This is an optimization exercise on Yosys and OpenROAD, whose aim is small area and a short achievable clock period, not a production implementation. The RTL was checked by simulation tests, not by an equivalence proof against the original design.

==> design/flow/design.v <==
module fa (input logic a, b, c, output logic s, y);
	assign s = a ^ b ^ c;
	assign y = (a & b) | (a & c) | (b & c);
endmodule
module ha (input logic a, b, output logic s, y);
	assign s = a ^ b;
	assign y = a & b;
endmodule
module fa1 (input logic a, b, output logic s, y);
	assign s = ~(a ^ b);
	assign y = a | b;
endmodule
module Triangle_wave (freq, clk, out, reset, stop, volume);
	input  logic        clk, reset, stop;
	input  logic [11:0] freq;
	input  logic [3:0]  volume;
	output logic [23:0] out;
	logic [14:0] v;       
	logic        h;
	logic [14:0] a;
	logic ma_w1, ma_w2, ma_w4, ma_w5, ma_w7, ma_w8, ma_w10, ma_w11, ma_w13, ma_w14, ma_w16, ma_w17;
	logic ma_w19, ma_w20, ma_w22, ma_w23, ma_w25, ma_w26, ma_w28, ma_w29, ma_w31, ma_w32, ma_w34, ma_w35;
	logic ma_w37, ma_w38, ma_w40, ma_w41, ma_w43;
	ha ma_u3 (.a(v[0]), .b(freq[0]), .s(ma_w1), .y(ma_w2));
	fa ma_u6 (.a(v[1]), .b(freq[1]), .c(ma_w2), .s(ma_w4), .y(ma_w5));
	fa ma_u9 (.a(v[2]), .b(freq[2]), .c(ma_w5), .s(ma_w7), .y(ma_w8));
	fa ma_u12 (.a(v[3]), .b(freq[3]), .c(ma_w8), .s(ma_w10), .y(ma_w11));
	fa ma_u15 (.a(v[4]), .b(freq[4]), .c(ma_w11), .s(ma_w13), .y(ma_w14));
	fa ma_u18 (.a(v[5]), .b(freq[5]), .c(ma_w14), .s(ma_w16), .y(ma_w17));
	fa ma_u21 (.a(v[6]), .b(freq[6]), .c(ma_w17), .s(ma_w19), .y(ma_w20));
	fa ma_u24 (.a(v[7]), .b(freq[7]), .c(ma_w20), .s(ma_w22), .y(ma_w23));
	fa ma_u27 (.a(v[8]), .b(freq[8]), .c(ma_w23), .s(ma_w25), .y(ma_w26));
	fa ma_u30 (.a(v[9]), .b(freq[9]), .c(ma_w26), .s(ma_w28), .y(ma_w29));
	fa ma_u33 (.a(v[10]), .b(freq[10]), .c(ma_w29), .s(ma_w31), .y(ma_w32));
	fa ma_u36 (.a(v[11]), .b(freq[11]), .c(ma_w32), .s(ma_w34), .y(ma_w35));
	ha ma_u39 (.a(v[12]), .b(ma_w35), .s(ma_w37), .y(ma_w38));
	ha ma_u42 (.a(v[13]), .b(ma_w38), .s(ma_w40), .y(ma_w41));
	assign ma_w43 = v[14] ^ ma_w41;
	assign a = {ma_w43, ma_w40, ma_w37, ma_w34, ma_w31, ma_w28, ma_w25, ma_w22, ma_w19, ma_w16, ma_w13, ma_w10, ma_w7, ma_w4, ma_w1};
	logic turn;
	assign turn = ~a[14] & a[13] & (a[12] | (a[11] & a[10] & a[9] & (a[8] | (a[7] & a[6] & a[5]))));
	logic [12:0] lc;
	assign lc[0] = ~a[0];
	genvar i;
	generate
		for (i = 0; i < 12; i = i + 1) begin : le_
			assign lc[i+1] = (freq[i] & ~a[i+1]) | (lc[i] & (freq[i] | ~a[i+1]));
		end
	endgenerate
	logic park;
	assign park = stop & ~a[14] & ~a[13] & lc[12];
	logic [8:0] an;
	logic mt_w1, mt_w2, mt_w4, mt_w5, mt_w7, mt_w8, mt_w10, mt_w11, mt_w13, mt_w14, mt_w16, mt_w17;
	logic mt_w19, mt_w20, mt_w22, mt_w23, mt_w25;
	ha mt_u3 (.a(a[6]), .b(turn), .s(mt_w1), .y(mt_w2));
	ha mt_u6 (.a(a[7]), .b(mt_w2), .s(mt_w4), .y(mt_w5));
	ha mt_u9 (.a(a[8]), .b(mt_w5), .s(mt_w7), .y(mt_w8));
	fa mt_u12 (.a(a[9]), .b(turn), .c(mt_w8), .s(mt_w10), .y(mt_w11));
	ha mt_u15 (.a(a[10]), .b(mt_w11), .s(mt_w13), .y(mt_w14));
	ha mt_u18 (.a(a[11]), .b(mt_w14), .s(mt_w16), .y(mt_w17));
	ha mt_u21 (.a(a[12]), .b(mt_w17), .s(mt_w19), .y(mt_w20));
	fa mt_u24 (.a(a[13]), .b(turn), .c(mt_w20), .s(mt_w22), .y(mt_w23));
	assign mt_w25 = a[14] ^ mt_w23;
	assign an = {mt_w25, mt_w22, mt_w19, mt_w16, mt_w13, mt_w10, mt_w7, mt_w4, mt_w1};
	always_ff @(posedge clk) begin
		if (reset) begin
			v <= 15'b101_0001_0010_0000;    
			h <= 1'b0;
		end else if (park) begin
			v <= '0;
			h <= 1'b0;
		end else begin
			v <= {an, a[5:0]};
			h <= h ^ turn;
		end
	end
	logic [14:0] e, ef, nf;
	assign e  = v ^ {15{h}};
	assign ef = {~e[14], e[13:0]};
	assign nf = {e[14], ~e[13:0]};
	logic [21:0] q;
	logic mq_w1, mq_w2, mq_w4, mq_w5, mq_w7, mq_w8, mq_w10, mq_w11, mq_w13, mq_w14, mq_w16, mq_w17;
	logic mq_w19, mq_w20, mq_w22, mq_w23, mq_w25, mq_w26, mq_w28, mq_w29, mq_w31, mq_w32, mq_w34, mq_w35;
	logic mq_w37, mq_w38, mq_w40, mq_w41, mq_w43, mq_w44, mq_w46, mq_w47, mq_w49, mq_w50, mq_w52, mq_w53;
	logic mq_w55, mq_w56, mq_w58, mq_w59, mq_w61, mq_w62, mq_w64, mq_w65, mq_w67, mq_w68, mq_w70, mq_w71;
	logic mq_w73, mq_w74, mq_w76, mq_w77, mq_w79, mq_w80, mq_w82, mq_w83, mq_w85, mq_w86, mq_w88, mq_w89;
	logic mq_w91, mq_w92, mq_w94, mq_w95, mq_w97, mq_w98, mq_w100, mq_w101, mq_w103, mq_w104, mq_w106, mq_w107;
	logic mq_w109, mq_w110, mq_w112, mq_w113, mq_w115, mq_w116, mq_w118, mq_w119, mq_w121, mq_w122, mq_w124, mq_w125;
	logic mq_w127, mq_w128, mq_w130, mq_w131, mq_w133, mq_w134, mq_w136, mq_w137, mq_w139, mq_w140, mq_w142, mq_w143;
	logic mq_w145, mq_w146, mq_w148, mq_w149, mq_w151, mq_w152, mq_w154, mq_w155, mq_w157, mq_w158, mq_w160, mq_w161;
	logic mq_w163, mq_w164, mq_w166, mq_w167, mq_w169, mq_w170, mq_w172, mq_w173, mq_w175, mq_w176, mq_w178;
	fa1 mq_u3 (.a(nf[0]), .b(h), .s(mq_w1), .y(mq_w2));
	fa mq_u6 (.a(nf[1]), .b(h), .c(mq_w2), .s(mq_w4), .y(mq_w5));
	fa mq_u9 (.a(nf[2]), .b(h), .c(mq_w5), .s(mq_w7), .y(mq_w8));
	fa mq_u12 (.a(ef[0]), .b(nf[3]), .c(mq_w8), .s(mq_w10), .y(mq_w11));
	fa mq_u15 (.a(ef[0]), .b(ef[1]), .c(nf[4]), .s(mq_w13), .y(mq_w14));
	fa mq_u18 (.a(h), .b(mq_w13), .c(mq_w11), .s(mq_w16), .y(mq_w17));
	fa mq_u21 (.a(ef[1]), .b(ef[2]), .c(nf[5]), .s(mq_w19), .y(mq_w20));
	fa mq_u24 (.a(mq_w14), .b(mq_w19), .c(mq_w17), .s(mq_w22), .y(mq_w23));
	fa1 mq_u27 (.a(ef[0]), .b(ef[2]), .s(mq_w25), .y(mq_w26));
	fa mq_u30 (.a(ef[3]), .b(nf[6]), .c(h), .s(mq_w28), .y(mq_w29));
	fa mq_u33 (.a(mq_w20), .b(mq_w25), .c(mq_w28), .s(mq_w31), .y(mq_w32));
	fa1 mq_u36 (.a(ef[1]), .b(ef[3]), .s(mq_w34), .y(mq_w35));
	fa mq_u39 (.a(ef[4]), .b(nf[7]), .c(mq_w26), .s(mq_w37), .y(mq_w38));
	fa mq_u42 (.a(mq_w29), .b(mq_w34), .c(mq_w32), .s(mq_w40), .y(mq_w41));
	fa1 mq_u45 (.a(ef[2]), .b(ef[4]), .s(mq_w43), .y(mq_w44));
	fa mq_u48 (.a(ef[5]), .b(nf[8]), .c(mq_w35), .s(mq_w46), .y(mq_w47));
	fa mq_u51 (.a(mq_w43), .b(mq_w38), .c(mq_w46), .s(mq_w49), .y(mq_w50));
	fa mq_u54 (.a(ef[3]), .b(ef[5]), .c(ef[6]), .s(mq_w52), .y(mq_w53));
	fa mq_u57 (.a(nf[9]), .b(mq_w44), .c(mq_w52), .s(mq_w55), .y(mq_w56));
	fa mq_u60 (.a(mq_w47), .b(mq_w55), .c(mq_w50), .s(mq_w58), .y(mq_w59));
	fa1 mq_u63 (.a(ef[4]), .b(ef[6]), .s(mq_w61), .y(mq_w62));
	fa mq_u66 (.a(ef[7]), .b(nf[10]), .c(mq_w53), .s(mq_w64), .y(mq_w65));
	fa mq_u69 (.a(mq_w61), .b(mq_w56), .c(mq_w64), .s(mq_w67), .y(mq_w68));
	fa mq_u72 (.a(ef[5]), .b(ef[7]), .c(ef[8]), .s(mq_w70), .y(mq_w71));
	fa mq_u75 (.a(nf[11]), .b(mq_w62), .c(mq_w70), .s(mq_w73), .y(mq_w74));
	fa mq_u78 (.a(mq_w65), .b(mq_w73), .c(mq_w68), .s(mq_w76), .y(mq_w77));
	fa1 mq_u81 (.a(ef[6]), .b(ef[8]), .s(mq_w79), .y(mq_w80));
	fa mq_u84 (.a(ef[9]), .b(nf[12]), .c(mq_w71), .s(mq_w82), .y(mq_w83));
	fa mq_u87 (.a(mq_w79), .b(mq_w74), .c(mq_w82), .s(mq_w85), .y(mq_w86));
	fa mq_u90 (.a(ef[7]), .b(ef[9]), .c(ef[10]), .s(mq_w88), .y(mq_w89));
	fa mq_u93 (.a(nf[13]), .b(mq_w80), .c(mq_w88), .s(mq_w91), .y(mq_w92));
	fa mq_u96 (.a(mq_w83), .b(mq_w91), .c(mq_w86), .s(mq_w94), .y(mq_w95));
	fa1 mq_u99 (.a(ef[8]), .b(ef[10]), .s(mq_w97), .y(mq_w98));
	fa mq_u102 (.a(ef[11]), .b(nf[14]), .c(mq_w89), .s(mq_w100), .y(mq_w101));
	fa mq_u105 (.a(mq_w97), .b(mq_w92), .c(mq_w100), .s(mq_w103), .y(mq_w104));
	fa1 mq_u108 (.a(ef[9]), .b(ef[11]), .s(mq_w106), .y(mq_w107));
	fa mq_u111 (.a(ef[12]), .b(mq_w98), .c(mq_w106), .s(mq_w109), .y(mq_w110));
	fa mq_u114 (.a(mq_w101), .b(mq_w109), .c(mq_w104), .s(mq_w112), .y(mq_w113));
	fa1 mq_u117 (.a(ef[10]), .b(ef[12]), .s(mq_w115), .y(mq_w116));
	fa mq_u120 (.a(ef[13]), .b(mq_w107), .c(mq_w115), .s(mq_w118), .y(mq_w119));
	fa mq_u123 (.a(mq_w110), .b(mq_w118), .c(mq_w113), .s(mq_w121), .y(mq_w122));
	fa mq_u126 (.a(ef[11]), .b(ef[13]), .c(ef[14]), .s(mq_w124), .y(mq_w125));
	fa mq_u129 (.a(mq_w116), .b(mq_w124), .c(mq_w119), .s(mq_w127), .y(mq_w128));
	fa mq_u132 (.a(ef[12]), .b(ef[14]), .c(mq_w125), .s(mq_w130), .y(mq_w131));
	ha mq_u135 (.a(mq_w23), .b(mq_w31), .s(mq_w133), .y(mq_w134));
	fa mq_u138 (.a(mq_w37), .b(mq_w40), .c(mq_w134), .s(mq_w136), .y(mq_w137));
	fa mq_u141 (.a(mq_w41), .b(mq_w49), .c(mq_w137), .s(mq_w139), .y(mq_w140));
	ha mq_u144 (.a(mq_w58), .b(mq_w140), .s(mq_w142), .y(mq_w143));
	fa mq_u147 (.a(mq_w59), .b(mq_w67), .c(mq_w143), .s(mq_w145), .y(mq_w146));
	ha mq_u150 (.a(mq_w76), .b(mq_w146), .s(mq_w148), .y(mq_w149));
	fa mq_u153 (.a(mq_w77), .b(mq_w85), .c(mq_w149), .s(mq_w151), .y(mq_w152));
	ha mq_u156 (.a(mq_w94), .b(mq_w152), .s(mq_w154), .y(mq_w155));
	fa mq_u159 (.a(mq_w95), .b(mq_w103), .c(mq_w155), .s(mq_w157), .y(mq_w158));
	ha mq_u162 (.a(mq_w112), .b(mq_w158), .s(mq_w160), .y(mq_w161));
	ha mq_u165 (.a(mq_w121), .b(mq_w161), .s(mq_w163), .y(mq_w164));
	fa mq_u168 (.a(mq_w122), .b(mq_w127), .c(mq_w164), .s(mq_w166), .y(mq_w167));
	fa mq_u171 (.a(mq_w128), .b(mq_w130), .c(mq_w167), .s(mq_w169), .y(mq_w170));
	fa mq_u174 (.a(ef[13]), .b(mq_w131), .c(mq_w170), .s(mq_w172), .y(mq_w173));
	fa1 mq_u177 (.a(ef[14]), .b(mq_w173), .s(mq_w175), .y(mq_w176));
	assign mq_w178 = ~mq_w176;
	assign q = {mq_w178, mq_w175, mq_w172, mq_w169, mq_w166, mq_w163, mq_w160, mq_w157, mq_w154, mq_w151, mq_w148, mq_w145, mq_w142, mq_w139, mq_w136, mq_w133, mq_w22, mq_w16, mq_w10, mq_w7, mq_w4, mq_w1};
	logic [31:0] s;
	assign s = {{8{q[21]}}, q, 2'b00};
	assign out = s >> volume;
endmodule
module synth (reset, freqs, play, clk, out, volume);
	input  logic        reset, clk;
	input  logic [5:0]  play;
	input  logic [71:0] freqs;
	input  logic [23:0] volume;
	output logic [23:0] out;
	genvar n;
	logic [5:0][23:0] w;
	generate
		for (n = 0; n < 6; n = n + 1) begin : all_notes
			Triangle_wave tr_note (.freq(freqs[12*n +: 12]), .clk(clk), .out(w[n]), .reset(reset),
				.stop(~play[n]), .volume(volume[4*n +: 4]));
		end
	endgenerate
	logic [5:0][22:0] wm;
	logic [5:0]       wn;
	generate
		for (n = 0; n < 6; n = n + 1) begin : mask
			if (n < 5) begin : m
				assign wm[n] = w[n][22:0] & {23{play[n]}};
				assign wn[n] = ~(w[n][23] & play[n]);
			end else begin : m
				assign wm[n] = w[n][22:0];
				assign wn[n] = ~w[n][23];
			end
		end
	endgenerate
	logic [26:0] S, SA, SB;
	logic ms_w1, ms_w2, ms_w4, ms_w5, ms_w7, ms_w8, ms_w10, ms_w11, ms_w13, ms_w14, ms_w16, ms_w17;
	logic ms_w19, ms_w20, ms_w22, ms_w23, ms_w25, ms_w26, ms_w28, ms_w29, ms_w31, ms_w32, ms_w34, ms_w35;
	logic ms_w37, ms_w38, ms_w40, ms_w41, ms_w43, ms_w44, ms_w46, ms_w47, ms_w49, ms_w50, ms_w52, ms_w53;
	logic ms_w55, ms_w56, ms_w58, ms_w59, ms_w61, ms_w62, ms_w64, ms_w65, ms_w67, ms_w68, ms_w70, ms_w71;
	logic ms_w73, ms_w74, ms_w76, ms_w77, ms_w79, ms_w80, ms_w82, ms_w83, ms_w85, ms_w86, ms_w88, ms_w89;
	logic ms_w91, ms_w92, ms_w94, ms_w95, ms_w97, ms_w98, ms_w100, ms_w101, ms_w103, ms_w104, ms_w106, ms_w107;
	logic ms_w109, ms_w110, ms_w112, ms_w113, ms_w115, ms_w116, ms_w118, ms_w119, ms_w121, ms_w122, ms_w124, ms_w125;
	logic ms_w127, ms_w128, ms_w130, ms_w131, ms_w133, ms_w134, ms_w136, ms_w137, ms_w139, ms_w140, ms_w142, ms_w143;
	logic ms_w145, ms_w146, ms_w148, ms_w149, ms_w151, ms_w152, ms_w154, ms_w155, ms_w157, ms_w158, ms_w160, ms_w161;
	logic ms_w163, ms_w164, ms_w166, ms_w167, ms_w169, ms_w170, ms_w172, ms_w173, ms_w175, ms_w176, ms_w178, ms_w179;
	logic ms_w181, ms_w182, ms_w184, ms_w185, ms_w187, ms_w188, ms_w190, ms_w191, ms_w193, ms_w194, ms_w196, ms_w197;
	logic ms_w199, ms_w200, ms_w202, ms_w203, ms_w205, ms_w206, ms_w208, ms_w209, ms_w211, ms_w212, ms_w214, ms_w215;
	logic ms_w217, ms_w218, ms_w220, ms_w221, ms_w223, ms_w224, ms_w226, ms_w227, ms_w229, ms_w230, ms_w232, ms_w233;
	logic ms_w235, ms_w236, ms_w238, ms_w239, ms_w241, ms_w242, ms_w244, ms_w245, ms_w247, ms_w248, ms_w250, ms_w251;
	logic ms_w253, ms_w254, ms_w256, ms_w257, ms_w259, ms_w260, ms_w262, ms_w263, ms_w265, ms_w266, ms_w268, ms_w269;
	logic ms_w271, ms_w272, ms_w274, ms_w275, ms_w277, ms_w278, ms_w280, ms_w281, ms_w283, ms_w284;
	fa ms_u3 (.a(wm[0][0]), .b(wm[1][0]), .c(wm[2][0]), .s(ms_w1), .y(ms_w2));
	fa ms_u6 (.a(wm[3][0]), .b(wm[4][0]), .c(wm[5][0]), .s(ms_w4), .y(ms_w5));
	fa ms_u9 (.a(wm[0][1]), .b(wm[1][1]), .c(wm[2][1]), .s(ms_w7), .y(ms_w8));
	fa ms_u12 (.a(wm[3][1]), .b(wm[4][1]), .c(wm[5][1]), .s(ms_w10), .y(ms_w11));
	fa ms_u15 (.a(ms_w2), .b(ms_w5), .c(ms_w7), .s(ms_w13), .y(ms_w14));
	fa ms_u18 (.a(wm[0][2]), .b(wm[1][2]), .c(wm[2][2]), .s(ms_w16), .y(ms_w17));
	fa ms_u21 (.a(wm[3][2]), .b(wm[4][2]), .c(wm[5][2]), .s(ms_w19), .y(ms_w20));
	fa ms_u24 (.a(ms_w8), .b(ms_w11), .c(ms_w16), .s(ms_w22), .y(ms_w23));
	fa ms_u27 (.a(ms_w19), .b(ms_w14), .c(ms_w22), .s(ms_w25), .y(ms_w26));
	fa ms_u30 (.a(wm[0][3]), .b(wm[1][3]), .c(wm[2][3]), .s(ms_w28), .y(ms_w29));
	fa ms_u33 (.a(wm[3][3]), .b(wm[4][3]), .c(wm[5][3]), .s(ms_w31), .y(ms_w32));
	fa ms_u36 (.a(ms_w17), .b(ms_w20), .c(ms_w28), .s(ms_w34), .y(ms_w35));
	fa ms_u39 (.a(ms_w31), .b(ms_w23), .c(ms_w34), .s(ms_w37), .y(ms_w38));
	fa ms_u42 (.a(wm[0][4]), .b(wm[1][4]), .c(wm[2][4]), .s(ms_w40), .y(ms_w41));
	fa ms_u45 (.a(wm[3][4]), .b(wm[4][4]), .c(wm[5][4]), .s(ms_w43), .y(ms_w44));
	fa ms_u48 (.a(ms_w29), .b(ms_w32), .c(ms_w40), .s(ms_w46), .y(ms_w47));
	fa ms_u51 (.a(ms_w43), .b(ms_w35), .c(ms_w46), .s(ms_w49), .y(ms_w50));
	fa ms_u54 (.a(wm[0][5]), .b(wm[1][5]), .c(wm[2][5]), .s(ms_w52), .y(ms_w53));
	fa ms_u57 (.a(wm[3][5]), .b(wm[4][5]), .c(wm[5][5]), .s(ms_w55), .y(ms_w56));
	fa ms_u60 (.a(ms_w41), .b(ms_w44), .c(ms_w52), .s(ms_w58), .y(ms_w59));
	fa ms_u63 (.a(ms_w55), .b(ms_w47), .c(ms_w58), .s(ms_w61), .y(ms_w62));
	fa ms_u66 (.a(wm[0][6]), .b(wm[1][6]), .c(wm[2][6]), .s(ms_w64), .y(ms_w65));
	fa ms_u69 (.a(wm[3][6]), .b(wm[4][6]), .c(wm[5][6]), .s(ms_w67), .y(ms_w68));
	fa ms_u72 (.a(ms_w53), .b(ms_w56), .c(ms_w64), .s(ms_w70), .y(ms_w71));
	fa ms_u75 (.a(ms_w67), .b(ms_w59), .c(ms_w70), .s(ms_w73), .y(ms_w74));
	fa ms_u78 (.a(wm[0][7]), .b(wm[1][7]), .c(wm[2][7]), .s(ms_w76), .y(ms_w77));
	fa ms_u81 (.a(wm[3][7]), .b(wm[4][7]), .c(wm[5][7]), .s(ms_w79), .y(ms_w80));
	fa ms_u84 (.a(ms_w65), .b(ms_w68), .c(ms_w76), .s(ms_w82), .y(ms_w83));
	fa ms_u87 (.a(ms_w79), .b(ms_w71), .c(ms_w82), .s(ms_w85), .y(ms_w86));
	fa ms_u90 (.a(wm[0][8]), .b(wm[1][8]), .c(wm[2][8]), .s(ms_w88), .y(ms_w89));
	fa ms_u93 (.a(wm[3][8]), .b(wm[4][8]), .c(wm[5][8]), .s(ms_w91), .y(ms_w92));
	fa ms_u96 (.a(ms_w77), .b(ms_w80), .c(ms_w88), .s(ms_w94), .y(ms_w95));
	fa ms_u99 (.a(ms_w91), .b(ms_w83), .c(ms_w94), .s(ms_w97), .y(ms_w98));
	fa ms_u102 (.a(wm[0][9]), .b(wm[1][9]), .c(wm[2][9]), .s(ms_w100), .y(ms_w101));
	fa ms_u105 (.a(wm[3][9]), .b(wm[4][9]), .c(wm[5][9]), .s(ms_w103), .y(ms_w104));
	fa ms_u108 (.a(ms_w89), .b(ms_w92), .c(ms_w100), .s(ms_w106), .y(ms_w107));
	fa ms_u111 (.a(ms_w103), .b(ms_w95), .c(ms_w106), .s(ms_w109), .y(ms_w110));
	fa ms_u114 (.a(wm[0][10]), .b(wm[1][10]), .c(wm[2][10]), .s(ms_w112), .y(ms_w113));
	fa ms_u117 (.a(wm[3][10]), .b(wm[4][10]), .c(wm[5][10]), .s(ms_w115), .y(ms_w116));
	fa ms_u120 (.a(ms_w101), .b(ms_w104), .c(ms_w112), .s(ms_w118), .y(ms_w119));
	fa ms_u123 (.a(ms_w115), .b(ms_w107), .c(ms_w118), .s(ms_w121), .y(ms_w122));
	fa ms_u126 (.a(wm[0][11]), .b(wm[1][11]), .c(wm[2][11]), .s(ms_w124), .y(ms_w125));
	fa ms_u129 (.a(wm[3][11]), .b(wm[4][11]), .c(wm[5][11]), .s(ms_w127), .y(ms_w128));
	fa ms_u132 (.a(ms_w113), .b(ms_w116), .c(ms_w124), .s(ms_w130), .y(ms_w131));
	fa ms_u135 (.a(ms_w127), .b(ms_w119), .c(ms_w130), .s(ms_w133), .y(ms_w134));
	fa ms_u138 (.a(wm[0][12]), .b(wm[1][12]), .c(wm[2][12]), .s(ms_w136), .y(ms_w137));
	fa ms_u141 (.a(wm[3][12]), .b(wm[4][12]), .c(wm[5][12]), .s(ms_w139), .y(ms_w140));
	fa ms_u144 (.a(ms_w125), .b(ms_w128), .c(ms_w136), .s(ms_w142), .y(ms_w143));
	fa ms_u147 (.a(ms_w139), .b(ms_w131), .c(ms_w142), .s(ms_w145), .y(ms_w146));
	fa ms_u150 (.a(wm[0][13]), .b(wm[1][13]), .c(wm[2][13]), .s(ms_w148), .y(ms_w149));
	fa ms_u153 (.a(wm[3][13]), .b(wm[4][13]), .c(wm[5][13]), .s(ms_w151), .y(ms_w152));
	fa ms_u156 (.a(ms_w137), .b(ms_w140), .c(ms_w148), .s(ms_w154), .y(ms_w155));
	fa ms_u159 (.a(ms_w151), .b(ms_w143), .c(ms_w154), .s(ms_w157), .y(ms_w158));
	fa ms_u162 (.a(wm[0][14]), .b(wm[1][14]), .c(wm[2][14]), .s(ms_w160), .y(ms_w161));
	fa ms_u165 (.a(wm[3][14]), .b(wm[4][14]), .c(wm[5][14]), .s(ms_w163), .y(ms_w164));
	fa ms_u168 (.a(ms_w149), .b(ms_w152), .c(ms_w160), .s(ms_w166), .y(ms_w167));
	fa ms_u171 (.a(ms_w163), .b(ms_w155), .c(ms_w166), .s(ms_w169), .y(ms_w170));
	fa ms_u174 (.a(wm[0][15]), .b(wm[1][15]), .c(wm[2][15]), .s(ms_w172), .y(ms_w173));
	fa ms_u177 (.a(wm[3][15]), .b(wm[4][15]), .c(wm[5][15]), .s(ms_w175), .y(ms_w176));
	fa ms_u180 (.a(ms_w161), .b(ms_w164), .c(ms_w172), .s(ms_w178), .y(ms_w179));
	fa ms_u183 (.a(ms_w175), .b(ms_w167), .c(ms_w178), .s(ms_w181), .y(ms_w182));
	fa ms_u186 (.a(wm[0][16]), .b(wm[1][16]), .c(wm[2][16]), .s(ms_w184), .y(ms_w185));
	fa ms_u189 (.a(wm[3][16]), .b(wm[4][16]), .c(wm[5][16]), .s(ms_w187), .y(ms_w188));
	fa ms_u192 (.a(ms_w173), .b(ms_w176), .c(ms_w184), .s(ms_w190), .y(ms_w191));
	fa ms_u195 (.a(ms_w187), .b(ms_w179), .c(ms_w190), .s(ms_w193), .y(ms_w194));
	fa ms_u198 (.a(wm[0][17]), .b(wm[1][17]), .c(wm[2][17]), .s(ms_w196), .y(ms_w197));
	fa ms_u201 (.a(wm[3][17]), .b(wm[4][17]), .c(wm[5][17]), .s(ms_w199), .y(ms_w200));
	fa ms_u204 (.a(ms_w185), .b(ms_w188), .c(ms_w196), .s(ms_w202), .y(ms_w203));
	fa ms_u207 (.a(ms_w199), .b(ms_w191), .c(ms_w202), .s(ms_w205), .y(ms_w206));
	fa ms_u210 (.a(wm[0][18]), .b(wm[1][18]), .c(wm[2][18]), .s(ms_w208), .y(ms_w209));
	fa ms_u213 (.a(wm[3][18]), .b(wm[4][18]), .c(wm[5][18]), .s(ms_w211), .y(ms_w212));
	fa ms_u216 (.a(ms_w197), .b(ms_w200), .c(ms_w208), .s(ms_w214), .y(ms_w215));
	fa ms_u219 (.a(ms_w211), .b(ms_w203), .c(ms_w214), .s(ms_w217), .y(ms_w218));
	fa ms_u222 (.a(wm[0][19]), .b(wm[1][19]), .c(wm[2][19]), .s(ms_w220), .y(ms_w221));
	fa ms_u225 (.a(wm[3][19]), .b(wm[4][19]), .c(wm[5][19]), .s(ms_w223), .y(ms_w224));
	fa ms_u228 (.a(ms_w209), .b(ms_w212), .c(ms_w220), .s(ms_w226), .y(ms_w227));
	fa ms_u231 (.a(ms_w223), .b(ms_w215), .c(ms_w226), .s(ms_w229), .y(ms_w230));
	fa ms_u234 (.a(wm[0][20]), .b(wm[1][20]), .c(wm[2][20]), .s(ms_w232), .y(ms_w233));
	fa ms_u237 (.a(wm[3][20]), .b(wm[4][20]), .c(wm[5][20]), .s(ms_w235), .y(ms_w236));
	fa ms_u240 (.a(ms_w221), .b(ms_w224), .c(ms_w232), .s(ms_w238), .y(ms_w239));
	fa ms_u243 (.a(ms_w235), .b(ms_w227), .c(ms_w238), .s(ms_w241), .y(ms_w242));
	fa ms_u246 (.a(wm[0][21]), .b(wm[1][21]), .c(wm[2][21]), .s(ms_w244), .y(ms_w245));
	fa ms_u249 (.a(wm[3][21]), .b(wm[4][21]), .c(wm[5][21]), .s(ms_w247), .y(ms_w248));
	fa ms_u252 (.a(ms_w233), .b(ms_w236), .c(ms_w244), .s(ms_w250), .y(ms_w251));
	fa ms_u255 (.a(ms_w247), .b(ms_w239), .c(ms_w250), .s(ms_w253), .y(ms_w254));
	fa ms_u258 (.a(wm[0][22]), .b(wm[1][22]), .c(wm[2][22]), .s(ms_w256), .y(ms_w257));
	fa ms_u261 (.a(wm[3][22]), .b(wm[4][22]), .c(wm[5][22]), .s(ms_w259), .y(ms_w260));
	fa ms_u264 (.a(ms_w245), .b(ms_w248), .c(ms_w256), .s(ms_w262), .y(ms_w263));
	fa ms_u267 (.a(ms_w259), .b(ms_w251), .c(ms_w262), .s(ms_w265), .y(ms_w266));
	fa ms_u270 (.a(wn[0]), .b(wn[1]), .c(wn[2]), .s(ms_w268), .y(ms_w269));
	fa ms_u273 (.a(wn[3]), .b(wn[4]), .c(wn[5]), .s(ms_w271), .y(ms_w272));
	fa ms_u276 (.a(ms_w257), .b(ms_w260), .c(ms_w268), .s(ms_w274), .y(ms_w275));
	fa ms_u279 (.a(ms_w271), .b(ms_w263), .c(ms_w274), .s(ms_w277), .y(ms_w278));
	fa1 ms_u282 (.a(ms_w269), .b(ms_w272), .s(ms_w280), .y(ms_w281));
	fa ms_u285 (.a(ms_w275), .b(ms_w280), .c(ms_w278), .s(ms_w283), .y(ms_w284));
	assign SA = {1'b1, ms_w281, ms_w283, ms_w266, ms_w254, ms_w242, ms_w230, ms_w218, ms_w206, ms_w194, ms_w182, ms_w170, ms_w158, ms_w146, ms_w134, ms_w122, ms_w110, ms_w98, ms_w86, ms_w74, ms_w62, ms_w50, ms_w38, ms_w26, ms_w25, ms_w10, ms_w1};
	assign SB = {1'b0, ms_w284, 1'b0, ms_w277, ms_w265, ms_w253, ms_w241, ms_w229, ms_w217, ms_w205, ms_w193, ms_w181, ms_w169, ms_w157, ms_w145, ms_w133, ms_w121, ms_w109, ms_w97, ms_w85, ms_w73, ms_w61, ms_w49, ms_w37, 1'b0, ms_w13, ms_w4};
	logic [26:0] cpa_g, cpa_p;
	assign cpa_g = SA & SB;
	assign cpa_p = SA ^ SB;
	logic cpa_G1;
	assign cpa_G1 = cpa_g[1] | (cpa_p[1] & cpa_g[0]);
	logic cpa_G2, cpa_P2;
	assign cpa_G2 = cpa_g[3] | (cpa_p[3] & cpa_g[2]);
	assign cpa_P2 = cpa_p[3] & cpa_p[2];
	logic cpa_G3, cpa_P3;
	assign cpa_G3 = cpa_g[5] | (cpa_p[5] & cpa_g[4]);
	assign cpa_P3 = cpa_p[5] & cpa_p[4];
	logic cpa_G4, cpa_P4;
	assign cpa_G4 = cpa_g[7] | (cpa_p[7] & cpa_g[6]);
	assign cpa_P4 = cpa_p[7] & cpa_p[6];
	logic cpa_G5, cpa_P5;
	assign cpa_G5 = cpa_g[9] | (cpa_p[9] & cpa_g[8]);
	assign cpa_P5 = cpa_p[9] & cpa_p[8];
	logic cpa_G6, cpa_P6;
	assign cpa_G6 = cpa_g[11] | (cpa_p[11] & cpa_g[10]);
	assign cpa_P6 = cpa_p[11] & cpa_p[10];
	logic cpa_G7, cpa_P7;
	assign cpa_G7 = cpa_g[13] | (cpa_p[13] & cpa_g[12]);
	assign cpa_P7 = cpa_p[13] & cpa_p[12];
	logic cpa_G8, cpa_P8;
	assign cpa_G8 = cpa_g[15] | (cpa_p[15] & cpa_g[14]);
	assign cpa_P8 = cpa_p[15] & cpa_p[14];
	logic cpa_G9, cpa_P9;
	assign cpa_G9 = cpa_g[17] | (cpa_p[17] & cpa_g[16]);
	assign cpa_P9 = cpa_p[17] & cpa_p[16];
	logic cpa_G10, cpa_P10;
	assign cpa_G10 = cpa_g[19] | (cpa_p[19] & cpa_g[18]);
	assign cpa_P10 = cpa_p[19] & cpa_p[18];
	logic cpa_G11, cpa_P11;
	assign cpa_G11 = cpa_g[21] | (cpa_p[21] & cpa_g[20]);
	assign cpa_P11 = cpa_p[21] & cpa_p[20];
	logic cpa_G12, cpa_P12;
	assign cpa_G12 = cpa_g[23] | (cpa_p[23] & cpa_g[22]);
	assign cpa_P12 = cpa_p[23] & cpa_p[22];
	logic cpa_G13, cpa_P13;
	assign cpa_G13 = cpa_g[25] | (cpa_p[25] & cpa_g[24]);
	assign cpa_P13 = cpa_p[25] & cpa_p[24];
	logic cpa_G14;
	assign cpa_G14 = cpa_G2 | (cpa_P2 & cpa_G1);
	logic cpa_G15, cpa_P15;
	assign cpa_G15 = cpa_G4 | (cpa_P4 & cpa_G3);
	assign cpa_P15 = cpa_P4 & cpa_P3;
	logic cpa_G16, cpa_P16;
	assign cpa_G16 = cpa_G6 | (cpa_P6 & cpa_G5);
	assign cpa_P16 = cpa_P6 & cpa_P5;
	logic cpa_G17, cpa_P17;
	assign cpa_G17 = cpa_G8 | (cpa_P8 & cpa_G7);
	assign cpa_P17 = cpa_P8 & cpa_P7;
	logic cpa_G18, cpa_P18;
	assign cpa_G18 = cpa_G10 | (cpa_P10 & cpa_G9);
	assign cpa_P18 = cpa_P10 & cpa_P9;
	logic cpa_G19, cpa_P19;
	assign cpa_G19 = cpa_G12 | (cpa_P12 & cpa_G11);
	assign cpa_P19 = cpa_P12 & cpa_P11;
	logic cpa_G20;
	assign cpa_G20 = cpa_G15 | (cpa_P15 & cpa_G14);
	logic cpa_G21, cpa_P21;
	assign cpa_G21 = cpa_G17 | (cpa_P17 & cpa_G16);
	assign cpa_P21 = cpa_P17 & cpa_P16;
	logic cpa_G22, cpa_P22;
	assign cpa_G22 = cpa_G19 | (cpa_P19 & cpa_G18);
	assign cpa_P22 = cpa_P19 & cpa_P18;
	logic cpa_G23;
	assign cpa_G23 = cpa_G21 | (cpa_P21 & cpa_G20);
	logic cpa_G24;
	assign cpa_G24 = cpa_G22 | (cpa_P22 & cpa_G23);
	logic cpa_G25;
	assign cpa_G25 = cpa_G16 | (cpa_P16 & cpa_G20);
	logic cpa_G26;
	assign cpa_G26 = cpa_G18 | (cpa_P18 & cpa_G23);
	logic cpa_G27;
	assign cpa_G27 = cpa_G3 | (cpa_P3 & cpa_G14);
	logic cpa_G28;
	assign cpa_G28 = cpa_G5 | (cpa_P5 & cpa_G20);
	logic cpa_G29;
	assign cpa_G29 = cpa_G7 | (cpa_P7 & cpa_G25);
	logic cpa_G30;
	assign cpa_G30 = cpa_G9 | (cpa_P9 & cpa_G23);
	logic cpa_G31;
	assign cpa_G31 = cpa_G11 | (cpa_P11 & cpa_G26);
	logic cpa_G32;
	assign cpa_G32 = cpa_G13 | (cpa_P13 & cpa_G24);
	logic cpa_G33;
	assign cpa_G33 = cpa_g[2] | (cpa_p[2] & cpa_G1);
	logic cpa_G34;
	assign cpa_G34 = cpa_g[4] | (cpa_p[4] & cpa_G14);
	logic cpa_G35;
	assign cpa_G35 = cpa_g[6] | (cpa_p[6] & cpa_G27);
	logic cpa_G36;
	assign cpa_G36 = cpa_g[8] | (cpa_p[8] & cpa_G20);
	logic cpa_G37;
	assign cpa_G37 = cpa_g[10] | (cpa_p[10] & cpa_G28);
	logic cpa_G38;
	assign cpa_G38 = cpa_g[12] | (cpa_p[12] & cpa_G25);
	logic cpa_G39;
	assign cpa_G39 = cpa_g[14] | (cpa_p[14] & cpa_G29);
	logic cpa_G40;
	assign cpa_G40 = cpa_g[16] | (cpa_p[16] & cpa_G23);
	logic cpa_G41;
	assign cpa_G41 = cpa_g[18] | (cpa_p[18] & cpa_G30);
	logic cpa_G42;
	assign cpa_G42 = cpa_g[20] | (cpa_p[20] & cpa_G26);
	logic cpa_G43;
	assign cpa_G43 = cpa_g[22] | (cpa_p[22] & cpa_G31);
	logic cpa_G44;
	assign cpa_G44 = cpa_g[24] | (cpa_p[24] & cpa_G24);
	logic cpa_G45;
	assign cpa_G45 = cpa_g[26] | (cpa_p[26] & cpa_G32);
	assign S[0] = cpa_p[0];
	assign S[1] = cpa_p[1] ^ cpa_g[0];
	assign S[2] = cpa_p[2] ^ cpa_G1;
	assign S[3] = cpa_p[3] ^ cpa_G33;
	assign S[4] = cpa_p[4] ^ cpa_G14;
	assign S[5] = cpa_p[5] ^ cpa_G34;
	assign S[6] = cpa_p[6] ^ cpa_G27;
	assign S[7] = cpa_p[7] ^ cpa_G35;
	assign S[8] = cpa_p[8] ^ cpa_G20;
	assign S[9] = cpa_p[9] ^ cpa_G36;
	assign S[10] = cpa_p[10] ^ cpa_G28;
	assign S[11] = cpa_p[11] ^ cpa_G37;
	assign S[12] = cpa_p[12] ^ cpa_G25;
	assign S[13] = cpa_p[13] ^ cpa_G38;
	assign S[14] = cpa_p[14] ^ cpa_G29;
	assign S[15] = cpa_p[15] ^ cpa_G39;
	assign S[16] = cpa_p[16] ^ cpa_G23;
	assign S[17] = cpa_p[17] ^ cpa_G40;
	assign S[18] = cpa_p[18] ^ cpa_G30;
	assign S[19] = cpa_p[19] ^ cpa_G41;
	assign S[20] = cpa_p[20] ^ cpa_G26;
	assign S[21] = cpa_p[21] ^ cpa_G42;
	assign S[22] = cpa_p[22] ^ cpa_G31;
	assign S[23] = cpa_p[23] ^ cpa_G43;
	assign S[24] = cpa_p[24] ^ cpa_G24;
	assign S[25] = cpa_p[25] ^ cpa_G44;
	assign S[26] = cpa_p[26] ^ cpa_G32;
	logic [2:0] cnt;
	assign cnt = play[0] + play[1] + play[2] + play[3] + play[4];
	logic m3, m5;
	logic [1:0] k;
	always_comb begin
		m3 = 0; m5 = 0; k = 0;
		case (cnt)
			3'd1: k = 1;
			3'd2: m3 = 1;
			3'd3: k = 2;
			3'd4: m5 = 1;
			3'd5: begin m3 = 1; k = 1; end
			default: ;
		endcase
	end
	logic [25:0] Q3, Q5;
	logic [1:0]  r3 [27];
	logic [4:0]  R5 [27];
	assign r3[26] = {S[26], 1'b0};
	assign R5[26] = S[26] ? 5'b10000 : 5'b00001;
	generate
		for (n = 25; n >= 0; n = n - 1) begin : div
			logic b;
			logic [1:0] p3;
			logic [4:0] p5;
			assign b  = S[n];
			assign p3 = r3[n+1];
			assign p5 = R5[n+1];
			assign Q3[n] = p3[1] | (p3[0] & b);
			assign r3[n] = {b ? p3[1] : p3[0], b ? ~(p3[1] | p3[0]) : p3[1]};
			assign Q5[n] = p5[4] | p5[3] | (p5[2] & b);
			assign R5[n] = b ? {p5[4], p5[1], p5[3], p5[0], p5[2]} : {p5[2], p5[4], p5[1], p5[3], p5[0]};
		end
	endgenerate
	logic s1, s2, s4, s3, s6, s5;
	assign s1 = (cnt == 3'd0);
	assign s2 = (cnt == 3'd1);
	assign s3 = (cnt == 3'd2);
	assign s4 = (cnt == 3'd3);
	assign s5 = (cnt == 3'd4);
	assign s6 = (cnt == 3'd5);
	logic [23:0] Qs;
	assign Qs = ({24{s1}} & S[23:0]) | ({24{s2}} & S[24:1]) | ({24{s4}} & S[25:2])
	          | ({24{s3}} & Q3[23:0]) | ({24{s6}} & Q3[24:1]) | ({24{s5}} & Q5[23:0]);
	logic inexact;
	assign inexact = (s2 & S[0]) | (s4 & (S[1] | S[0])) | (s3 & r3[0] != 0) | (s6 & ((r3[0] != 0) | Q3[0]))
	               | (s5 & ~R5[0][0]);
	logic [23:0] ones;
	assign ones[0] = S[26] & inexact;
	generate
		for (n = 1; n < 24; n = n + 1) begin : inc
			assign ones[n] = ones[0] & (&Qs[n-1:0]);
		end
	endgenerate
	assign out = Qs ^ ones;
endmodule
==> design/flow/flow/run.sh <==
#!/bin/bash
# The standard layout, with plain buffers (buf_2) on the ports instead of the
# default delay-cell buffers; everything else is the standard.sh.
set -euo pipefail
export BUFFER_PORTS_ARGS="-buffer_cell sky130_fd_sc_hd__buf_2"
bash standard.sh > standard.log 2>&1
==> design/flow/standard.sh <==
#!/bin/bash
# synth_recipe.tcl (not shown) runs the flow's synth.tcl, then flattens the netlist and writes it again
# the make line also repeats each setting of config.mk as NAME=value (left out here)
make -C /OpenROAD-flow-scripts/flow DESIGN_CONFIG=/design/flow/config.mk WORK_HOME=/design/flow/orfs CLKGATE_MAP_FILE= SYNTH_SCRIPT=/design/flow/synth_recipe.tcl "${@:-finish}"
==> design/flow/config.mk <==
export PLATFORM = sky130hd
export DESIGN_NAME = synth
export DESIGN_NICKNAME = synth
export VERILOG_FILES = /design/flow/design.v
export SDC_FILE = /design/flow/constraint.sdc
export NUM_CORES = 4
export LEC_CHECK = 0
export ABC_AREA = 1
export CAP_MARGIN = 20
export CORE_MARGIN = 2
export CORE_UTILIZATION = 65
export SLEW_MARGIN = 20
==> design/flow/constraint.sdc <==
create_clock -name core_clock -period 120.0 [get_ports {clk}]
set_input_delay 24.0000 -clock core_clock [delete_from_list [all_inputs] [get_ports {clk}]]
set_output_delay 24.0000 -clock core_clock [all_outputs]
set_load 0.01 [all_outputs]
==> metrics.yaml, run 1 <==
outcome:
  status: "no timing/DRC/antenna violations"
timing:
  fin_hold_ws_ps: 677
  finalWorstSetupSlack_ps: 59010
  fin_crit_sh_pct: 50.8
  relSlewSlack_pct: 32.4
  finalMaxSlewViolations: 0
  setup_viol: 0
  worst_pin_slew_ps: 1010
  max_freq_ghz: 0.0164
  period_minus_slack_ps: 60990
  skew_ps: 31.3
  rsz0062_at_grt: "false"
  setup_tns_ps: 0
  hold_viol: 0
clock_tree:
  cts_tree: "built"
  path_clk_slew_ps: 70
  cts_made_buffers: 9
  cts-htree-levels: 3
  clk_latency_ps: 420
  cts-root-buf: "clkbuf_16"
  cts_buffer_depth: 2
  ctsHoldBuffers: 0
  cts.repair.resized: 0
  cts_setup_buffers: 0
  cts.sinks: 96
logic_synthesis:
  synth_xor_area_share_pct: 3.42
  synth_seq_area_share_pct: 6.65
  synth-simple-area-share_pct: 21.3
  yosysWarningCount: 4
  async_flop_share_pct: 0
  syn_nets: 4921
  synth_top_family_by_area: "adder cells"
  syn_area_mm2: 0.0289
  synth-seq-cells: 96
  synth_mux_area_share_pct: 1.21
  synth_ff_type: "dfxtp_1"
  syn_inst: 4192
  syn_area_per_cell_um2: 6.90
  synthAdderAreaFrac_pct: 38.0
  ys_types: 60
  synth_compound_gate_area_share_pct: 15.2
  synth-edff-count: 0
drt:
  vias: 25600
  routedWlPerCell_um: 14.4
  drc: 0
  drt_wl_total_mm: 68.8
  dr.first_iter.drc_count: 1663
  dr.pass1.iters: 8
  via_per_inst: 5.37
  ant_nets: 0
grt:
  use_met3_pct: 3.64
  grt.overflow.total: 0
  antenna_found_initial: 6
  grt_pass1_wl_mm: 119
  grt_pass1_vias: 24900
  grt_use_total_pct: 31.1
  grt_busiest_layer: "met2"
  grt_use_met2_pct: 50.0
  grtUsageMet1_pct: 44.0
  grt_max_degree: 43
setup_path:
  endpoint: "out[1]"
  cp-startpoint: "volume[0]"
  worst-path-stages: 90
  cp-start-kind: "input port"
  slowest_stage: "nor2_4"
  arrival_ps: 36990
  crit_family: "simple AND/OR/NAND/NOR gates"
  rr_worst_depth: 31
  rr_startpoint: "all_notes[3].tr_note.v[0]"
  end_kind: "primary output"
  critPathKind: "input port to primary output"
  crit_required_ps: 96000
  cp_common_cell: "nand2_1"
  crit_fanout: 42
  reg2reg_to: "all_notes[3].tr_note.v[14]"
  cp_slowest_stage_delay_ps: 640
  r2r_setup_slack_ps: 112550
  cp_num_buf_inv: 8
floorplan:
  rows: 77
  coreArea_mm2: 0.0440
  die_h_um: 215
  die_x_um: 215
  start_util_pct: 65.6
  io_pins: 128
  die-area_mm2: 0.0462
final_layout:
  nNetsFinal: 4904
  area_growth_syn_to_layout_pct: 3.58
  drive_gt1_share_pct: 5.48
  final_util_pct: 68.0
  fill_cells: 4104
  diodes: 0
  final_cells: 4772
placed_design:
  hpwl_mm: 58.1
  pre_cts_ws_ps: 59110
  dp.cells: 4756
  portBuffers: 127
  place.gp.congestion: 0.974
worst_hold_path:
  min_path_type: "flop to flop"
flow_run:
  maxCapViolCount: 0
-- state kept, by name (all words and copies together), names as in the netlist --
signal	cells
all_notes.tr_note.v	90
all_notes.tr_note.h	6
-- cells in the mapped netlist (all sizes together) (12+ instances only) --
master	n	share of area (%)
dfxtp	96	6.6
a31oi	22	0.48
mux2i	35	1.2
a21oi	127	2.2
o211ai	37	0.96
nand2	994	13
inv	912	12
nand4	49	1.2
nand3	185	3.2
nor2	201	2.7
buf	40	0.69
clkbuf	120	1.6
or2	20	0.43
clkinv	12	0.16
o221ai	25	0.76
o21ai	448	7.9
xnor2	89	2.7
fa	420	29
o22ai	31	0.67
xor2	23	0.72
ha	205	8.9
-- how the worst min path moves through the flow --
stage / cells past startpoint / to / startpoint / slack, ps
after floorplan: 3 / all_notes[5].tr_note.v[0] / all_notes[5].tr_note.v[0] / 600
after global placement: 3 / all_notes[5].tr_note.v[0] / all_notes[5].tr_note.v[0] / 660
after detailed placement: 3 / all_notes[5].tr_note.v[0] / all_notes[5].tr_note.v[0] / 660
after CTS: 3 / all_notes[5].tr_note.v[0] / all_notes[5].tr_note.v[0] / 680
after global routing: 3 / all_notes[4].tr_note.h / all_notes[4].tr_note.h / 760
final: 3 / all_notes[5].tr_note.v[0] / all_notes[5].tr_note.v[0] / 680
-- cell families after synthesis --
family,Yosys count
adder cells (fa/ha/maj),626
AO/OA/AOI/OAI,766
buffers and inverters,1084
flip-flops,96
multiplexers,35
XOR/XNOR,112
AND/OR/NAND/NOR,1473
-- cell usage in the layout, fill, tap and decap left out, types with 5 or more instances in the layout --
| cell type | count |
|---|---|
| o21ai_0 | 398 |
| a21oi_1 | 127 |
| a2111oi_0 | 9 |
| o211ai_1 | 37 |
| mux2i_1 | 35 |
| clkinv_1 | 12 |
| nor4_1 | 5 |
| nand2_1 | 966 |
| and2_1 | 6 |
| dfxtp_1 | 96 |
| fa_1 | 420 |
| o21ai_2 | 14 |
| a211o_1 | 7 |
| a211oi_1 | 10 |
| nor3_1 | 9 |
| nand2_2 | 27 |
| nand3_1 | 184 |
| o41ai_1 | 6 |
| inv_1 | 900 |
| ha_1 | 205 |
| a221oi_1 | 7 |
| o21ai_1 | 36 |
| xor2_1 | 22 |
| a31oi_1 | 22 |
| nor2_1 | 196 |
| buf_2 | 127 |
| clkbuf_16 | 9 |
| xnor2_1 | 89 |
| a22oi_1 | 9 |
| buf_4 | 5 |
| or2_2 | 16 |
| nand4_1 | 44 |
| o221ai_1 | 25 |
| o21bai_1 | 8 |
| inv_2 | 10 |
| o22ai_1 | 31 |
-- through the flow --
stage / cell area [um2]
3_3_place_gp: 29700
5_1_grt: 29900
3_5_place_dp: 29700
2_1_floorplan: 28900
6_report: 29900
4_1_cts: 29900
-- area by class of cell --
type	instances	area [um2]	share of cell area (%)
multi-input cells	3012	22900	76.3
inverters	924	3470	11.6
flip-flops and latches	96	1920	6.42
well taps	592	741	2.47
repair buffers	132	673	2.25
clock buffers	10	229	0.765
clock inverters	6	51.3	0.171
-- tightest hold or removal path, stage by stage, from the launching register on --
cell	delay [ps]
dfxtp_1	390
ha_1	140
inv_1	30
nor2_1	80
-- layer usage --
metal | share of wire (%) | vias up
li1 | - | 13100
met4 | 2.7 | 12
met1 | 47 | 11800
met2 | 45 | 603
met3 | 5.2 | 136
met5 | 0.10 | -
==> run 2: changes to the inputs <==
==> design/flow/flow/run.sh (replaced) <==
#!/bin/bash
# The standard layout (standard.sh) with three changes:
#  - synthesis keeps the fa and ha modules (one full or half adder each) whole
#    until the end, so that each maps to one adder cell, and skips the quick
#    ABC pass inside Yosys's synth (the flow's own ABC mapping still runs);
#  - plain buffers (buf_2) on the ports instead of the default delay cells.
# The final netlist is flattened by synth_recipe.tcl as usual.
set -euo pipefail
export SYNTH_KEEP_MODULES="fa ha"
export SYNTH_ARGS="-noabc"
export BUFFER_PORTS_ARGS="-buffer_cell sky130_fd_sc_hd__buf_2"
bash standard.sh > standard.log 2>&1
==> metrics.yaml, run 2 <==
outcome:
  status: "no timing/DRC/antenna violations"
grt:
  grt_pass1_wl_mm: 122  # +2.6%
  antenna_found_initial: 0  # -6
  grt.overflow.total: 0  # unchanged
  grt_pass1_vias: 25000  # +0.54%
  grt_use_total_pct: 34.2  # +3.1 points
  grt_max_degree: 34  # -21%
floorplan:
  die_x_um: 209  # -2.6%
  start_util_pct: 65.6  # about the same
  coreArea_mm2: 0.0418  # -5.2%
  die_h_um: 209  # -2.6%
  rows: 75  # -2.6%
  io_pins: 128  # unchanged
  die-area_mm2: 0.0438  # -5.1%
drt:
  ant_nets: 0  # unchanged
  dr.pass1.iters: 7  # -1
  routedWlPerCell_um: 17.0  # +18%
  via_per_inst: 5.91  # +10%
  drt_wl_total_mm: 72.8  # +5.9%
  vias: 25300  # -1.3%
  drc: 0  # unchanged
  dr.first_iter.drc_count: 2219  # +33%
timing:
  period_minus_slack_ps: 60500  # -490 ps
  relSlewSlack_pct: 30.5  # -1.9 points
  rsz0062_at_grt: "false"
  hold_viol: 0  # unchanged
  setup_viol: 0  # unchanged
  fin_crit_sh_pct: 50.4  # -0.41 points
  setup_tns_ps: 0  # unchanged
  max_freq_ghz: 0.0165  # +0.81%
  finalMaxSlewViolations: 0  # unchanged
  skew_ps: 3.73  # -27.6 ps
  worst_pin_slew_ps: 1040  # +28.2 ps
final_layout:
  layout_commonest_cell: "nand2_1"
  final_util_pct: 68.0  # about the same
  regMostFlops: "all_notes.tr_note.v"
  largest_register_ffs: 90  # unchanged
  area_growth_syn_to_layout_pct: 3.67  # about the same
  nNetsFinal: 4464  # -9.0%
  drive_gt1_share_pct: 6.74  # +1.3 points
  diodes: 0  # unchanged
  fill_cells: 3641  # -11%
  largestRegisters: "all_notes.tr_note.v x90, all_notes.tr_note.h x6"
  final_cell_mix: "918 x nand2_1, 462 x inv_1, 443 x fa_1"
clock_tree:
  cts_made_buffers: 9  # unchanged
  cts-root-buf: "clkbuf_16"
  path_clk_slew_ps: 80  # about the same
  cts_buffer_depth: 2  # unchanged
  ctsHoldBuffers: 0  # unchanged
  clk_latency_ps: 390  # -30 ps
  cts.repair.resized: 0  # unchanged
  cts.sinks: 96  # unchanged
  cts_setup_buffers: 0  # unchanged
  cts_tree: "built"
  cts-htree-levels: 3  # unchanged
setup_path:
  cp_num_buf_inv: 6  # -2
  end_kind: "primary output"
  cp_slowest_stage_delay_ps: 670  # +30 ps
  crit_fanout: 33  # -21%
  critPathKind: "input port to primary output"
  arrival_ps: 36500  # -490 ps
  cp-start-kind: "input port"
  crit_family: "simple AND/OR/NAND/NOR gates"
  cp_common_cell: "nand2_1"
  crit_required_ps: 96000  # about the same
  slowest_stage: "a21oi_4"
placed_design:
  portBuffers: 127  # unchanged
  place.gp.congestion: 0.971  # -0.29%
  hpwl_mm: 62.2  # +7.1%
logic_synthesis:
  synth-edff-count: 0  # unchanged
  syn_area_per_cell_um2: 7.32  # +6.2%
  syn_inst: 3743  # -11%
  synth_top_area_share_pct: 32.4  # +3.3 points
  ys_types: 57  # -5.0%
  yosysWarningCount: 4  # unchanged
  yosysMostFrequentCell: "nand2_1"
  synth_ff_type: "dfxtp_1"
  syn_nets: 4474  # -9.1%
  synth_top_area_cell: "fa_1"
  synth_seq_area_share_pct: 7.01  # +0.36 points
  async_flop_share_pct: 0  # unchanged
  syn_area_mm2: 0.0274  # -5.2%
  synthTopCellsByCount: "918 x nand2_1, 462 x inv_1, 443 x fa_1"
  synth_area_leaders: "fa_1 32%, nand2_1 13%, ha_1 8.4%"
  synth-seq-cells: 96  # unchanged
flow_run:
  maxCapViolCount: 0  # unchanged
worst_hold_path:
  min_path_type: "flop to flop"
## run 2: changes by cell type after synthesis, moves of 23 or more
cell     before  now
fa_1        420  443
inv_1       900  462
nand2_1     966  918
nand3_1     184  313
nand4_1      44   79
o21ai_0     398  300
xnor2_1      89    0
xor2_1       22  108
## run 2: worst reg2reg max path, delay by kind of cell, from the launching register on
family                   cells  cell delay [ps]
buffers and inverters        3              260
adder cells (fa/ha/maj)     22             6860
AND/OR/NAND/NOR              5              370
XOR/XNOR                     1              170
flip-flops                   1              320
## run 2: area by class of cell
class | count | area [um2] | area share (%)
flip-flops and latches | 96 | 1920 | 6.77
multi-input cells | 2993 | 22900 | 80.8
well taps | 539 | 674 | 2.37
clock buffers | 9 | 225 | 0.793
repair buffers | 136 | 703 | 2.48
inverters | 497 | 1870 | 6.57
clock inverters | 7 | 71.3 | 0.251
## run 2: logic make-up (layout without fill, tap and decap cells)
group / Yosys count / in the layout / synth area share, %
compound gates: 619 / 619 / 13.1
xor+xnor: 108 / 108 / 3.45
fa+ha+maj: 630 / 630 / 40.9
buf+inv: 654 / 649 / 9.30
flops: 96 / 96 / 7.01
mux: 18 / 18 / 0.658
simple gates: 1618 / 1618 / 25.6
## run 2: layer usage
metal  track usage (%)  vias up  share of wire [%]  wire length [um]
li1                  -    12200                  -                 -
met1              45.8    12000                 43             31400
met2              57.3      880                 48             34900
met3              4.62      158                5.3              3830
met4              11.8        0                3.6              2600
met5                 0        -                  0                 0
## run 2: worst paths after layout
kind	from	to	slack, ps	cells past startpoint
worst min-delay path	all_notes[4].tr_note.v[0]	all_notes[4].tr_note.v[0]	650	3
worst min register to register	all_notes[4].tr_note.v[0]	all_notes[4].tr_note.v[0]	650	3
worst max register to register	all_notes[4].tr_note.v[0]	all_notes[4].tr_note.v[14]	111900	31
worst max-delay path	volume[8]	out[3]	59500	72
## run 2: Yosys stat by module (local to each module, per instance)
| module | cells | times used |
|---|---|---|
| synth | 3223 | 1 |
| fa | 1 | 430 |
| ha | 1 | 90 |
## run 2: metrics by stage
step / hold slack [ps] / instances / cell area (um2) / setup WS (ps)
floorplan: 585 / 3743 / 27400 / 62900
global placement: 619 / 4261 / 28100 / 60350
detailed placement: 645 / 4261 / 28100 / 59930
CTS: 664 / 4277 / 28400 / 59930
global route: 693 / 4277 / 28400 / 58320
finish: 654 / 4277 / 28400 / 59500
==> run 3: changes to the inputs <==
--- a/design/flow/flow/run.sh
+++ b/design/flow/flow/run.sh
@@ -5,3 +5,4 @@
 #    ABC pass inside Yosys's synth (the flow's own ABC mapping still runs);
-#  - plain buffers (buf_2) on the ports instead of the default delay cells.
+#  - plain buffers (buf_2) on the ports instead of the default delay cells;
+#  - timing repair aims for 61 ns of setup slack (a 59 ns period), not 0.
 # The final netlist is flattened by synth_recipe.tcl as usual.
@@ -11,2 +12,3 @@
 export BUFFER_PORTS_ARGS="-buffer_cell sky130_fd_sc_hd__buf_2"
+export SETUP_SLACK_MARGIN=61
 bash standard.sh > standard.log 2>&1
==> metrics.yaml, run 3 <==
outcome:
  status: "no timing/DRC/antenna violations"
setup_path:
  cp-start-kind: "input port"
  arrival_ps: 34500  # -2000 ps
  endpoint: "out[21]"
  r2r_setup_slack_ps: 111910  # about the same
  critPathKind: "input port to primary output"
  crit_required_ps: 96000  # about the same
  cp-startpoint: "volume[8]"
  rr_startpoint: "all_notes[4].tr_note.v[0]"
  cp_common_cell: "nand4_1"
  slowest_stage: "fa_2"
  rr_worst_depth: 31  # unchanged
  cp_slowest_stage_delay_ps: 510  # -160 ps
  end_kind: "primary output"
  crit_fanout: 26  # -21%
  reg2reg_to: "all_notes[4].tr_note.v[14]"
timing:
  setup_viol: 0  # unchanged
  hold_viol: 0  # unchanged
  skew_ps: 3.32  # -0.402 ps
  period_minus_slack_ps: 58500  # -2000 ps
  setup_tns_ps: 0  # unchanged
  max_freq_ghz: 0.0171  # +3.4%
  fin_crit_sh_pct: 48.7  # -1.7 points
  relSlewSlack_pct: 27.9  # -2.6 points
  rsz0062_at_grt: "false"
  worst_pin_slew_ps: 1080  # +37.3 ps
  finalMaxSlewViolations: 0  # unchanged
  fin_hold_ws_ps: 655  # +0.121 ps
flow_run:
  maxCapViolCount: 0  # unchanged
clock_tree:
  cts-root-buf: "clkbuf_16"
  ctsHoldBuffers: 0  # unchanged
  clk_latency_ps: 390  # about the same
  cts_buffer_depth: 2  # unchanged
  cts_made_buffers: 9  # unchanged
  path_clk_slew_ps: 80  # about the same
  cts_tree: "built"
  cts-htree-levels: 3  # unchanged
  cts.sinks: 96  # unchanged
logic_synthesis:
  synthTopCellsByCount: "918 x nand2_1, 462 x inv_1, 443 x fa_1"
  synth_top_area_cell: "fa_1"
  synth_seq_area_share_pct: 7.01  # unchanged
  syn_inst: 3743  # unchanged
  syn_nets: 4474  # unchanged
  synth_top_area_share_pct: 32.4  # unchanged
  yosysWarningCount: 4  # unchanged
  syn_area_per_cell_um2: 7.32  # unchanged
  synth-seq-cells: 96  # unchanged
  async_flop_share_pct: 0  # unchanged
  synth_area_leaders: "fa_1 32%, nand2_1 13%, ha_1 8.4%"
  yosysMostFrequentCell: "nand2_1"
  synth-edff-count: 0  # unchanged
  syn_area_mm2: 0.0274  # unchanged
  synth_ff_type: "dfxtp_1"
  ys_types: 57  # unchanged
final_layout:
  largest_register_ffs: 90  # unchanged
  area_growth_syn_to_layout_pct: 8.13
  final_cell_mix: "912 x nand2_1, 445 x inv_1, 435 x fa_1"
  diodes: 0  # unchanged
  regMostFlops: "all_notes.tr_note.v"
  nNetsFinal: 4538  # +1.7%
  layout_commonest_cell: "nand2_1"
  final_util_pct: 71.0  # +2.9 points
  drive_gt1_share_pct: 11.4  # +4.6 points
  largestRegisters: "all_notes.tr_note.v x90, all_notes.tr_note.h x6"
drt:
  vias: 25900  # +2.7%
  drc: 0  # unchanged
  via_per_inst: 5.96  # +0.95%
  ant_nets: 0  # unchanged
  dr.pass1.iters: 13  # +6
  routedWlPerCell_um: 17.4  # +2.0%
  drt_wl_total_mm: 75.5  # +3.7%
  dr.first_iter.drc_count: 2272  # +2.4%
floorplan:
  die_h_um: 209  # unchanged
  io_pins: 128  # unchanged
  die-area_mm2: 0.0438  # unchanged
  die_x_um: 209  # unchanged
  start_util_pct: 65.6  # unchanged
  coreArea_mm2: 0.0418  # unchanged
  rows: 75  # unchanged
grt:
  grt_max_degree: 31  # -8.8%
  grt_use_total_pct: 34.5  # +0.31 points
  grt.overflow.total: 0  # unchanged
  grt_pass1_wl_mm: 123  # +0.84%
  antenna_found_initial: 0  # unchanged
  grt_pass1_vias: 25200  # +0.51%
worst_hold_path:
  min_path_type: "flop to flop"
placed_design:
  hpwl_mm: 62.2  # unchanged
  portBuffers: 127  # unchanged
  place.gp.congestion: 0.971  # unchanged
run 3: changes by cell type in the layout (fill, tap and decap cells not counted), sizes merged:
cell / previous run / this run
clkbuf: 9 / 16
a21oi: 125 / 126
buf: 136 / 181
clkinvlp: 0 / 41
inv: 477 / 463
clkinv: 27 / 21
run 3: layer usage:
metal / share of wire, % / GRT usage (%) / vias to the layer above / wire (um)
li1: - / - / 12400 / -
met1: 42 / 46.2 / 12400 / 31800
met2: 48 / 57.8 / 1006 / 36500
met3: 6.2 / 4.65 / 163 / 4670
met4: 3.4 / 12.0 / 0 / 2590
met5: 0 / 0 / - / 0
run 3: per-module statistics from Yosys, one instance, submodules excluded:
module  cell area [um2]  cells  times used
ha                 12.5      1          90
fa                 20.0      1         430
synth             17700   3223           1
run 3: cell families after synthesis:
logic type / Yosys count / synth area share (%)
adders and majority gates: 630 / 40.9
xor gates and xnor gates: 108 / 3.45
and+or+nand+nor: 1618 / 25.6
AOI/OAI and AO/OA: 619 / 13.1
muxes: 18 / 0.658
DFF: 96 / 7.01
buffers and inverters: 654 / 9.30
run 3: area by class of cell:
cell class	count	area, um2
Multi-Input combinational cell	2994	23300
Fill cell	3484	12100
Inverter	497	1960
Sequential cell	96	1920
Timing Repair Buffer	188	1280
Tap cell	539	674
Clock buffer	9	225
Timing Repair inverter	21	148
Clock inverter	7	71.3
run 3: how the worst min path moves through the flow:
stage / cells after the start / from / to / slack (ps)
CTS: 3 / all_notes[4].tr_note.v[0] / all_notes[4].tr_note.v[0] / 660
finish: 3 / all_notes[4].tr_note.v[0] / all_notes[4].tr_note.v[0] / 650
global placement: 3 / all_notes[0].tr_note.v[0] / all_notes[0].tr_note.v[0] / 620
global route: 3 / all_notes[1].tr_note.v[0] / all_notes[1].tr_note.v[0] / 690
floorplan: 3 / all_notes[5].tr_note.v[0] / all_notes[5].tr_note.v[0] / 590
detailed placement: 3 / all_notes[4].tr_note.v[0] / all_notes[4].tr_note.v[0] / 650
run 3: metrics by stage:
step / setup WS, ps / instances / cell area, um2
floorplan: 62900 / 3743 / 27400
global placement: 60350 / 4261 / 28100
detailed placement: 59930 / 4261 / 28100
CTS: 61030 / 4284 / 28500
global route: 60860 / 4351 / 29600
finish: 61500 / 4351 / 29600
run 3: critical path: cells and delay by family:
family | cells | cell delay [ps]
xor gates and xnor gates | 1 | 240
buffers and inverters | 6 | 840
and+or+nand+nor | 48 | 6260
AOI/OAI and AO/OA | 6 | 990
adders and majority gates | 5 | 2140
run 3: timing repair:
item,CTS,global route
gates resized for setup,20,231
buffers inserted,1,50
endpoints found under the setup margin,24,24
cloned,6,17
pin swaps,1,43

## static timing again, ports no longer ideal
Ports are ideal in the flow. The routed layouts listed here were re-timed in OpenROAD.
Step 1, drivers: a clkbuf_16 drives clk and a buf_2 each remaining input, both assumed.
Step 2, shift: input delay + t, output delay - t, t = (earliest + latest rising clock arrival at the registers) / 2. This alone moves slack from input paths to output paths.
Three values: ideal, step 1, step 2; two values: the first two.
run | t, ns | setup WS [ns] | worst hold slack (ns) | slew at the worst register clock pin (ns) | worst data-port slew with drivers (ns)
run 1 | 0.461 | 59.012 / 58.989 / 58.989 | 0.677 / 0.677 / 0.677 | 0.10 / 0.10 | 0.07
run 2 | 0.453 | 59.501 / 59.481 / 59.481 | 0.654 / 0.654 / 0.654 | 0.08 / 0.08 | 0.05
run 3 | 0.455 | 61.502 / 61.467 / 61.467 | 0.655 / 0.655 / 0.655 | 0.08 / 0.08 | 0.07
After both steps setup and hold are still met in every run listed. The setup slack of run 3, which loses most, moves by -0.035 ns with the drivers and by -0.035 ns with both steps.
